Context: an optimization exercise on an open-source flow, tuned for small area. The choices shown serve that exercise and are no tape-out recipe. In this exercise RTL edits were held to simulation tests only and were not proved equivalent to the original. Power and IR drop assume default switching activity.

==> flow/design.v <==
module rf_aoi222 (input a0, b0, a1, b1, a2, b2, output y);
	assign y = ~((a0 & b0) | (a1 & b1) | (a2 & b2));
endmodule
module rf_nand2 (input a0, b0, output y);
	assign y = ~(a0 & b0);
endmodule
module rf_or11n (input [3:0] a, input [3:0] b, input [2:0] c, output y);
	assign y = ~(&a) | ~(&b) | ~(&c);
endmodule
module rf_rdbit (input [31:1] sel, input [31:1] d, output y);
	logic [10:0] t;
	genvar k;
	generate
		for (k = 0; k < 10; k++) begin : g
			rf_aoi222 u (.a0(sel[3*k+1]), .b0(d[3*k+1]), .a1(sel[3*k+2]), .b1(d[3*k+2]),
			             .a2(sel[3*k+3]), .b2(d[3*k+3]), .y(t[k]));
		end
	endgenerate
	rf_nand2 u31 (.a0(sel[31]), .b0(d[31]), .y(t[10]));
	rf_or11n uo (.a(t[3:0]), .b(t[7:4]), .c(t[10:8]), .y(y));
endmodule
module rf_hold (input q, d, we, nwe, output y);
	assign y = (q & nwe) | (d & we);
endmodule
module RFTOP
(
input clk,
input reset,
input Reg_Write_i,
input [4:0] Read_Register_1_i,
input [4:0] Read_Register_2_i,
input [4:0] Write_Register_i,
input [31:0] Write_Data_i,
output [31:0] Read_Data_1_o,
output [31:0] Read_Data_2_o
);
logic [31:0] regs [31:1];
logic [31:0] nxt [31:1];
logic [31:1] valid;
logic [31:1] we, nwe;
logic [31:1] sel1, sel2;
always_comb
	for (int i = 1; i < 32; i++) begin
		we[i]   = Reg_Write_i && (Write_Register_i == 5'(i));
		nwe[i]  = !we[i];
		sel1[i] = valid[i] && (Read_Register_1_i == 5'(i));
		sel2[i] = valid[i] && (Read_Register_2_i == 5'(i));
	end
always_ff @(posedge clk, negedge reset)
	if (!reset) valid <= '0;
	else        valid <= valid | we;
genvar i, b;
generate
	for (i = 1; i < 32; i++) begin : r
		for (b = 0; b < 32; b++) begin : h
			rf_hold u (.q(regs[i][b]), .d(Write_Data_i[b]), .we(we[i]), .nwe(nwe[i]), .y(nxt[i][b]));
		end
	end
endgenerate
always_ff @(posedge clk)
	for (int j = 1; j < 32; j++)
		regs[j] <= nxt[j];
generate
	for (b = 0; b < 32; b++) begin : rb
		logic [31:1] d;
		for (i = 1; i < 32; i++) begin : c
			assign d[i] = regs[i][b];
		end
		rf_rdbit u1 (.sel(sel1), .d(d), .y(Read_Data_1_o[b]));
		rf_rdbit u2 (.sel(sel2), .d(d), .y(Read_Data_2_o[b]));
	end
endgenerate
endmodule
export LEC_CHECK = 0
export CAP_MARGIN = 0
export CORE_MARGIN = 2
export CORE_UTILIZATION = 50
export CTS_BUF_LIST = sky130_fd_sc_hd__clkbuf_16
export CTS_CLUSTER_DIAMETER = 80
export CTS_CLUSTER_SIZE = 25
export GPL_TIMING_DRIVEN = 0
export PLACE_DENSITY = 0.65
export SLEW_MARGIN = 0
export SYNTH_HIERARCHICAL = 1
create_clock -name core_clock -period 6.0 [get_ports {clk}]
standard.sh (not shown) runs the stock make flow with config.mk's settings and CLKGATE_MAP_FILE= SYNTH_SCRIPT=/design/flow/synth_recipe.tcl, a recipe that flattens the netlist after the stock synthesis.
==> flow/flow/run.sh <==
#!/bin/bash
# Layout flow: the standard synthesis unchanged, then the standard ORFS
# layout with small port buffers and without the largest buffer cells, so
# repair sizes high-fanout nets with moderate drivers.
set -o pipefail
here=$(pwd)
dont_use="$(tr -s ' \n' ' ' < flow/dont_use.txt)"
bash standard.sh synth > "$here/synth.log" 2>&1 || exit 1
bash standard.sh \
  "BUFFER_PORTS_ARGS=-buffer_cell sky130_fd_sc_hd__buf_1" \
  "DONT_USE_CELLS=$dont_use" \
  finish > "$here/layout.log" 2>&1 || exit 1
==> flow/flow/dont_use.txt <==
 sky130_fd_sc_hd__probe_p_8 sky130_fd_sc_hd__probec_p_8 sky130_fd_sc_hd__lpflow_bleeder_1 sky130_fd_sc_hd__lpflow_clkbufkapwr_1 sky130_fd_sc_hd__lpflow_clkbufkapwr_16 sky130_fd_sc_hd__lpflow_clkbufkapwr_2 sky130_fd_sc_hd__lpflow_clkbufkapwr_4 sky130_fd_sc_hd__lpflow_clkbufkapwr_8 sky130_fd_sc_hd__lpflow_clkinvkapwr_1 sky130_fd_sc_hd__lpflow_clkinvkapwr_16 sky130_fd_sc_hd__lpflow_clkinvkapwr_2 sky130_fd_sc_hd__lpflow_clkinvkapwr_4 sky130_fd_sc_hd__lpflow_clkinvkapwr_8 sky130_fd_sc_hd__lpflow_decapkapwr_12 sky130_fd_sc_hd__lpflow_decapkapwr_3 sky130_fd_sc_hd__lpflow_decapkapwr_4 sky130_fd_sc_hd__lpflow_decapkapwr_6 sky130_fd_sc_hd__lpflow_decapkapwr_8 sky130_fd_sc_hd__lpflow_inputiso0n_1 sky130_fd_sc_hd__lpflow_inputiso0p_1 sky130_fd_sc_hd__lpflow_inputiso1n_1 sky130_fd_sc_hd__lpflow_inputiso1p_1 sky130_fd_sc_hd__lpflow_inputisolatch_1 sky130_fd_sc_hd__lpflow_isobufsrc_1 sky130_fd_sc_hd__lpflow_isobufsrc_16 sky130_fd_sc_hd__lpflow_isobufsrc_2 sky130_fd_sc_hd__lpflow_isobufsrc_4 sky130_fd_sc_hd__lpflow_isobufsrc_8 sky130_fd_sc_hd__lpflow_isobufsrckapwr_16 sky130_fd_sc_hd__lpflow_lsbuf_lh_hl_isowell_tap_1 sky130_fd_sc_hd__lpflow_lsbuf_lh_hl_isowell_tap_2 sky130_fd_sc_hd__lpflow_lsbuf_lh_hl_isowell_tap_4 sky130_fd_sc_hd__lpflow_lsbuf_lh_isowell_4 sky130_fd_sc_hd__lpflow_lsbuf_lh_isowell_tap_1 sky130_fd_sc_hd__lpflow_lsbuf_lh_isowell_tap_2 sky130_fd_sc_hd__lpflow_lsbuf_lh_isowell_tap_4  sky130_fd_sc_hd__buf_6 sky130_fd_sc_hd__buf_8 sky130_fd_sc_hd__buf_12 sky130_fd_sc_hd__buf_16 sky130_fd_sc_hd__bufinv_16 sky130_fd_sc_hd__bufinv_8 sky130_fd_sc_hd__bufbuf_16 sky130_fd_sc_hd__bufbuf_8 sky130_fd_sc_hd__inv_12 sky130_fd_sc_hd__inv_16 sky130_fd_sc_hd__clkinv_16 sky130_fd_sc_hd__clkdlybuf4s50_1 sky130_fd_sc_hd__clkdlybuf4s50_2 sky130_fd_sc_hd__clkdlybuf4s25_1 sky130_fd_sc_hd__clkdlybuf4s25_2 sky130_fd_sc_hd__clkdlybuf4s18_1 sky130_fd_sc_hd__clkdlybuf4s18_2 sky130_fd_sc_hd__clkdlybuf4s15_1 sky130_fd_sc_hd__clkdlybuf4s15_2
Change:
==> flow/flow/run.sh (replaced) <==
#!/bin/bash
# Layout flow: the standard synthesis unchanged, then the standard ORFS
# layout with small port buffers, without the largest buffer cells, and
# with the drivers of high-fanout nets upsized before repair_design, so
# repair meets slew limits mostly by sizing instead of inserting buffers.
set -o pipefail
here=$(pwd)
dont_use="$(tr -s ' \n' ' ' < flow/dont_use.txt)"
bash standard.sh synth > "$here/synth.log" 2>&1 || exit 1
HF_SIZE=2 HF_MIN_FANOUT=20 bash standard.sh \
  "BUFFER_PORTS_ARGS=-buffer_cell sky130_fd_sc_hd__buf_1" \
  "DONT_USE_CELLS=$dont_use" \
  "PRE_RESIZE_TCL=$here/flow/upsize_hf.tcl" \
  finish > "$here/layout.log" 2>&1 || exit 1
==> flow/flow/upsize_hf.tcl (new file) <==
# Upsize the drivers of high-fanout nets before repair_design, so that
# repair meets slew limits by sizing instead of inserting buffers.
set hf_size [expr {[info exists ::env(HF_SIZE)] ? $::env(HF_SIZE) : 4}]
set hf_min  [expr {[info exists ::env(HF_MIN_FANOUT)] ? $::env(HF_MIN_FANOUT) : 20}]
set block [ord::get_db_block]
set db [ord::get_db]
set n_up 0
foreach net [$block getNets] {
  if {[$net getSigType] ne "SIGNAL"} { continue }
  set iterms [$net getITerms]
  if {[llength $iterms] <= $hf_min} { continue }
  foreach it $iterms {
    if {[$it isOutputSignal]} {
      set inst [$it getInst]
      set m [[$inst getMaster] getName]
      if {[regexp {^(.*)_([0-9]+)$} $m -> base sz] && $sz < $hf_size} {
        set new [$db findMaster "${base}_${hf_size}"]
        if {$new ne "NULL"} { $inst swapMaster $new; incr n_up }
      }
    }
  }
}
puts "upsize_hf: upsized $n_up drivers to _$hf_size"
Result: The new run completed without violations; wire length falls by about 0.45%; setup slack degrades by 0.049 ns; count of clock-buffer cells in the layout drops by 3; combinational power barely changes; global-route usage fell by 0.30 points; worst hold slack hardly moves; sequential share of layout area is higher by 0.66 points; utilization goes down by 0.77 points.

## re-timing with driven ports
Ports are ideal in the flow. The routed layouts listed here were re-timed in OpenROAD. Step 1: set_driving_cell puts a clkbuf_16 on clk and a buf_2 on each other input, an assumption about the parent block. Step 2 adds t to the input delays and takes it off the output delays; t is the mean of the earliest and latest rising clock arrival at the registers after step 1. Input paths then give back, and output paths get back, about the clock's delay inside the block. a / b / c = ideal ports / drivers / drivers and shift; a / b = the first two.
| run | t (ns) | setup slack, ns | hold slack, ns | worst setup path after step 2 |
|---|---|---|---|---|
| the first run | 0.730 | 0.233 / 0.202 / 0.202 | 0.470 / 0.470 / 0.470 | input to output |
| the second run | 0.722 | 0.184 / 0.162 / 0.162 | 0.473 / 0.473 / 0.473 | input to output |
After both steps every run listed still meets setup and hold. For the first run, which loses most, drivers alone change the setup slack by -0.031 ns; drivers and shift together by -0.031 ns.
